Context: an optimization exercise on an open-source flow, tuned for small area, a short achievable clock period and few clock cycles. The choices shown serve that exercise and are no tape-out recipe.
In this exercise RTL edits were held to simulation tests only and were not proved equivalent to the original.
Power and IR drop assume default switching activity.

==> flow/design.v, too long to show whole: its modules and the start of the top module <==
// module mulpass: 4561 lines
// module KGP_RISC: 294 lines
module KGP_RISC(
        input clk,
        input reset,
        output [7:0] imem_addr,
        input [31:0] imem_data,
        output [7:0] dmem_addr,
        output [31:0] dmem_wdata,
        output dmem_we,
        input [31:0] dmem_rdata,
        output halted,
        output [15:0] routa
    );
  // ...
==> flow/flow/run.sh <==
#!/bin/bash
set -euo pipefail
export SETUP_SLACK_MARGIN=31
export TNS_END_PERCENT=100
export BUFFER_PORTS_ARGS="-buffer_cell sky130_fd_sc_hd__buf_4"
bash standard.sh > standard.log 2>&1
==> flow/standard.sh <==
#!/bin/bash
# synth_recipe.tcl (not shown) runs the flow's synth.tcl, then flattens the netlist and writes it again
# the make line also repeats each setting of config.mk as NAME=value (left out here)
make -C /OpenROAD-flow-scripts/flow DESIGN_CONFIG=/design/flow/config.mk WORK_HOME=/design/flow/orfs CLKGATE_MAP_FILE= SYNTH_SCRIPT=/design/flow/synth_recipe.tcl "${@:-finish}"
==> flow/config.mk <==
export PLATFORM = sky130hd
export DESIGN_NAME = KGP_RISC
export DESIGN_NICKNAME = KGP_RISC
export VERILOG_FILES = /design/flow/design.v
export SDC_FILE = /design/flow/constraint.sdc
export NUM_CORES = 4
export LEC_CHECK = 0
export CAP_MARGIN = 20
export CORE_MARGIN = 2
export CORE_UTILIZATION = 30
export PLACE_DENSITY = 0.5
export SLEW_MARGIN = 20
==> flow/constraint.sdc <==
create_clock -name core_clock -period 40.0 [get_ports {clk}]
set_input_delay 8.0000 -clock core_clock [delete_from_list [all_inputs] [get_ports {clk}]]
set_output_delay 8.0000 -clock core_clock [all_outputs]
set_load 0.01 [all_outputs]
==> notes.md, run 1 <==
CP Depth=1; root buffer cell=clkbuf_16; vias in the first global route=71280; M3 GR Usage=12.70%; inverters=494; DIE HEIGHT=530.1 um; peak supply drop=0.05219 mV; Ports=roughly 130; first-pass GRT wire length=608.9 mm; TNS Setup=0 ns; Seq/Total Area, Yosys=between 40% and 50%; required time worst endpoint=32.00 ns; post-route minimum period=9.497 ns; Avg Cell Area, Syn=11.22 um^2; top-count cell post-synth=a22oi_1; Top Usage Layer GRT=met2; slack of the critical path=30.50 ns; compound-cell area share of the yosys netlist=between 15 and 20%; drt drc=0; worst-margin pin slew=1.390 ns; number of core rows=193; cell kind with the greatest summed area=multi-input combinational cells; # port buffers=131; outcome=timing/DRC/antenna clean; Startpoint Class=flip-flop; crit-path cells=buf_6; Setup WS pre-CTS=slightly below 30 ns; DR vias/cell=6.434; Async S/R FF share, synth=0%; initial antenna violation count=42; power in the clock group=between 1.5 and 2 mW; Hold Startpoint=link[4]; Mapped Cells=7397; critical path startpoint=ra7[4]; Yosys top cell by area=edfxtp_1; Sink Count=1436; sequential share of cell area=40.91%; Fin Clk Skew=0.09156 ns; dpl hpwl=294.6 mm; internal power=2.557 mW; RSZ-0062 raised after global routing=true; CTS tree=done; Multi-In Gates=between 5000 and 6000; Ys Warns=1
Testbench counts, summed over its fixed seeds: cycles 40,628.
==> run 2, diff against run 1 <==
--- a/flow/config.mk
+++ b/flow/config.mk
@@ -9,4 +9,6 @@
 export CORE_MARGIN = 2
 export CORE_UTILIZATION = 30
+export CTS_CLUSTER_DIAMETER = 60
+export CTS_CLUSTER_SIZE = 20
 export PLACE_DENSITY = 0.5
 export SLEW_MARGIN = 20
==> run 2 against run 1 <==
  * Global-route usage shrank 0.094 points
  * Combinational power about the same
  * Count of clock-buffer cells in the layout shrank 61
  * Clock power is 14% lower
  * Design area fell by 1.2%
  * Flip-flop and latch count unchanged
  * Wire length is 0.36% lower
  * Core utilization shrank 0.42 points
  * Clock skew is 0.029 ns lower
  * Non-clock buffer count is 4 lower
  * Worst setup slack got worse by 0.0089 ns
  * First-iteration DRC count is 0.97% higher
==> notes.md, run 2 <==
Setup WS pre-CTS=29.18 ns (unchanged); crit-path cells=buf_6 (unchanged); top-area cell type share of the netlist area=38.37% (unchanged); main flop type after synthesis=edfxtp_1 (unchanged); vias in the first global route=70840 (was 71280); kind of critical path=flip-flop to primary output (unchanged); total global-route track usage=31.55% (was 31.65%); worst-margin pin slew=1.340 ns (was 1.390 ns); Largest stage delay, worst path=0.49 ns (was 0.47 ns); DR vias/cell=6.421 (was 6.434); H-tree levels=4 (unchanged); Startpoint Class=flip-flop (unchanged); TNS Setup=0 ns (unchanged); Iteration-0 DRC Markers=13410 (was 13280); EDFF count, synth=1061 (unchanged); RSZ-0062 raised after global routing=true (unchanged); # port buffers=131 (unchanged); first-pass iteration count of the detailed router=19 (was 13); number of core rows=193 (unchanged); synthesized net count=8194 (unchanged); required time worst endpoint=32.00 ns (about the same); Post-synth top cells=a22oi_1, edfxtp_1, nand2_1 (unchanged); ANT nets after route=0 (unchanged); largest net degree at the start of global routing=81 (unchanged); post-synthesis mux area share=2.587% (unchanged); XOR/XNOR share of the synthesized area=1.656% (unchanged); Layout fillers=27420 (was 27340); commonest non-fill, non-tap cell in the layout=a22oi_1 (unchanged); final WL=456.4 mm (was 458.0 mm); Skew-Pair Late Insertion Delay=0.88 ns (was 0.92 ns); DIE HEIGHT=530.1 um (unchanged); Sink Count=1436 (unchanged); Clock Tree Buf Depth=3 (unchanged); Power Density=33.53 nW/um^2 (was 35.39 nW/um^2); routed via count=73270 (was 73950); max cap viols=0 (unchanged); max FFs per register=1024 (unchanged); Yosys top cell by area=edfxtp_1 (unchanged); Seq/Total Area, Yosys=47.41% (unchanged); post-route minimum period=9.506 ns (was 9.497 ns); outcome=timing/DRC/antenna clean (unchanged); CP Capture Type=primary output (unchanged); Hold Vio Cnt, Final=0 (unchanged); drt drc=0 (unchanged); worst hold margin=0.5029 ns (was 0.5109 ns); first-pass GRT wire length=607.0 mm (was 608.9 mm); most frequent cells in the layout=a22oi_1, edfxtp_1, nand2_1 (unchanged); die footprint=281000 um^2 (unchanged); Die Width=530.1 um (unchanged); post-route cell area=95630 um^2 (was 96790 um^2); critical path fanouts, max=2 (unchanged); share of layout cells above drive strength 1=15.03% (was 15.33%); Ports=132 (unchanged); CTS Buf Count=134 (was 164); mapped cell area=83030 um^2 (unchanged); dpl hpwl=294.6 mm (unchanged); ranking of synthesized cells by area=edfxtp_1, fa_1, a22oi_1 (unchanged); Fin Clk Skew=0.06280 ns (was 0.09156 ns); Hold Path Cell Cnt=2 (unchanged); initial antenna violation count=46 (was 42); synthesized flop and latch total=1436 (unchanged); peak supply drop=0.03305 mV (was 0.05219 mV); HP Class=flip-flop to flip-flop (unchanged); top-count cell post-synth=a22oi_1 (unchanged); compound-cell area share of the yosys netlist=16.66% (unchanged); slack of the critical path=30.49 ns (was 30.50 ns); GP Congestion=0.9899 (unchanged); worst path bufs/invs=1 (unchanged); Final setup viols=0 (unchanged); Mapped Cells=7397 (unchanged); P&R area growth vs syn=15.17% (was 16.57%); critical path data arrival time=1.51 ns (was 1.50 ns); fmax=105.2 MHz (was 105.3 MHz); Synth Area in Adders=15.92% (unchanged); Avg Cell Area, Syn=11.22 um^2 (unchanged); main combinational cell family by area after synthesis=compound AO/OA/AOI/OAI gates (unchanged); distinct cell type count after synthesis=104 (unchanged); Biggest register=rf (unchanged); Simple-Gate Fraction of Synth Area=11.43% (unchanged); Ys Warns=1 (unchanged); CTS tree=done (unchanged); root buffer cell=clkbuf_16 (unchanged); reg2reg path depth=26 (unchanged); CP Depth=1 (unchanged); biggest regs=rf: 1024 flops, p_c: 50 flops, p_s: 49 flops (unchanged); Async S/R FF share, synth=0% (unchanged); GRT overflow=0 (unchanged); placeable core region=276000 um^2 (unchanged); placed cell area=89970 um^2 (unchanged); drt wl/cell=39.99 um (was 39.85 um); slowest CP cell=dfxtp_4 (unchanged); Tcrit/Tclk final=23.76% (was 23.74%); crit-path leading delay family=flip-flops (unchanged); Slew Limit Fails=0 (unchanged); Lkg Pwr=34.16 nW (was 34.72 nW); clock-pin transition on the worst setup and hold timing paths=0.09 ns (was 0.06 ns); Starting Density=30.08% (unchanged); Rel. slew slack=9.997% (was 6.643%); nets=8369 (was 8403); power consumption=3.207 mW (was 3.425 mW)
## run 2: tightest hold or removal path: stages (launching register included)
cell,delay [ns]
dfxtp_1,0.31
nand2_1,0.05
o21ai_0,0.08
## run 2: timing repair
action | 4_1_cts | 5_1_grt
setup endpoints to repair | 198 | 275
gates cloned | 1 | 5
gates resized for setup | 172 | 47
pin swaps | 7 | 11
hold buffers | 0 | 0
setup buffers | 17 | 5
## run 2: worst paths after layout
kind                from  endpoint  slack [ns]
setup / recovery  ra7[5]  routa[5]       30.49
hold reg to reg   plo[4]   rf[644]        0.50
hold / removal    plo[4]   rf[644]        0.50
setup reg to reg  sb[21]       hlt       30.98
## run 2: final cells by class
| cell class | instances | area (um^2) | share of cell area (%) |
|---|---|---|---|
| Sequential cell | 1436 | 39600 | 41.41 |
| Antenna cell | 28 | 70.07 | 0.07327 |
| Clock buffer | 149 | 3493 | 3.653 |
| Tap cell | 3705 | 4636 | 4.848 |
| Timing Repair inverter | 6 | 37.54 | 0.03925 |
| Timing Repair Buffer | 479 | 3902 | 4.081 |
| Multi-Input combinational cell | 5027 | 40880 | 42.74 |
| Inverter | 488 | 1873 | 1.959 |
| Clock inverter | 94 | 1145 | 1.197 |
## run 2: logic make-up (layout without fill, tap and decap cells)
group,Yosys count,count (layout)
AOI/OAI and AO/OA,1955,1955
xor gates and xnor gates,157,157
adders and majority gates,731,731
buffers and inverters,934,1216
DFF,1436,1436
muxes,198,198
other,0,28
and+or+nand+nor,1986,1986
## run 2: metrics by stage
stage	utilization, %	cells
2_1_floorplan	-	7397
4_1_cts	34.50	11370
6_report	34.65	11410
3_3_place_gp	32.58	11110
5_1_grt	34.62	11390
3_5_place_dp	32.60	11110
## run 2: report_power, final
group	internal [mW]	switching, mW
Clock	0.712	0.692
Combinational	0.0534	0.148
Sequential	1.59	0.0142
Total	2.35	0.854
## run 2: routing by layer
layer | part of all wire [%] | global-route usage, %
met3 | 15 | 12.77
met4 | 9.1 | 22.71
met1 | 34 | 37.23
met2 | 42 | 46.26
met5 | 0.11 | 0.5641

## re-timing with driven ports
The flow's constraints put no driver on any port. The routed layouts listed below were extracted and timed again, unchanged, in two steps. Step 1 assumes that a clkbuf_16 drives the clock port and a buf_2 every other input. Step 2 moves the port delays by t, midway between the first and last clock arrival at a register: inputs arrive t later, outputs are due t later. That takes back most of the time a late clock gives input paths. Slacks: ideal ports / drivers / drivers and shift; pairs: ideal ports / drivers.
run | t (ns) | slack for setup (ns) | pins driven straight from the clock port
run 1 | 0.958 | 30.503 / 30.415 / 29.946 | 1
run 2 | 0.933 | 30.494 / 30.406 / 29.989 | 1
After both steps every run listed still meets setup and hold. The setup slack of run 1, which loses most, moves by -0.088 ns with the drivers and by -0.557 ns with both steps.
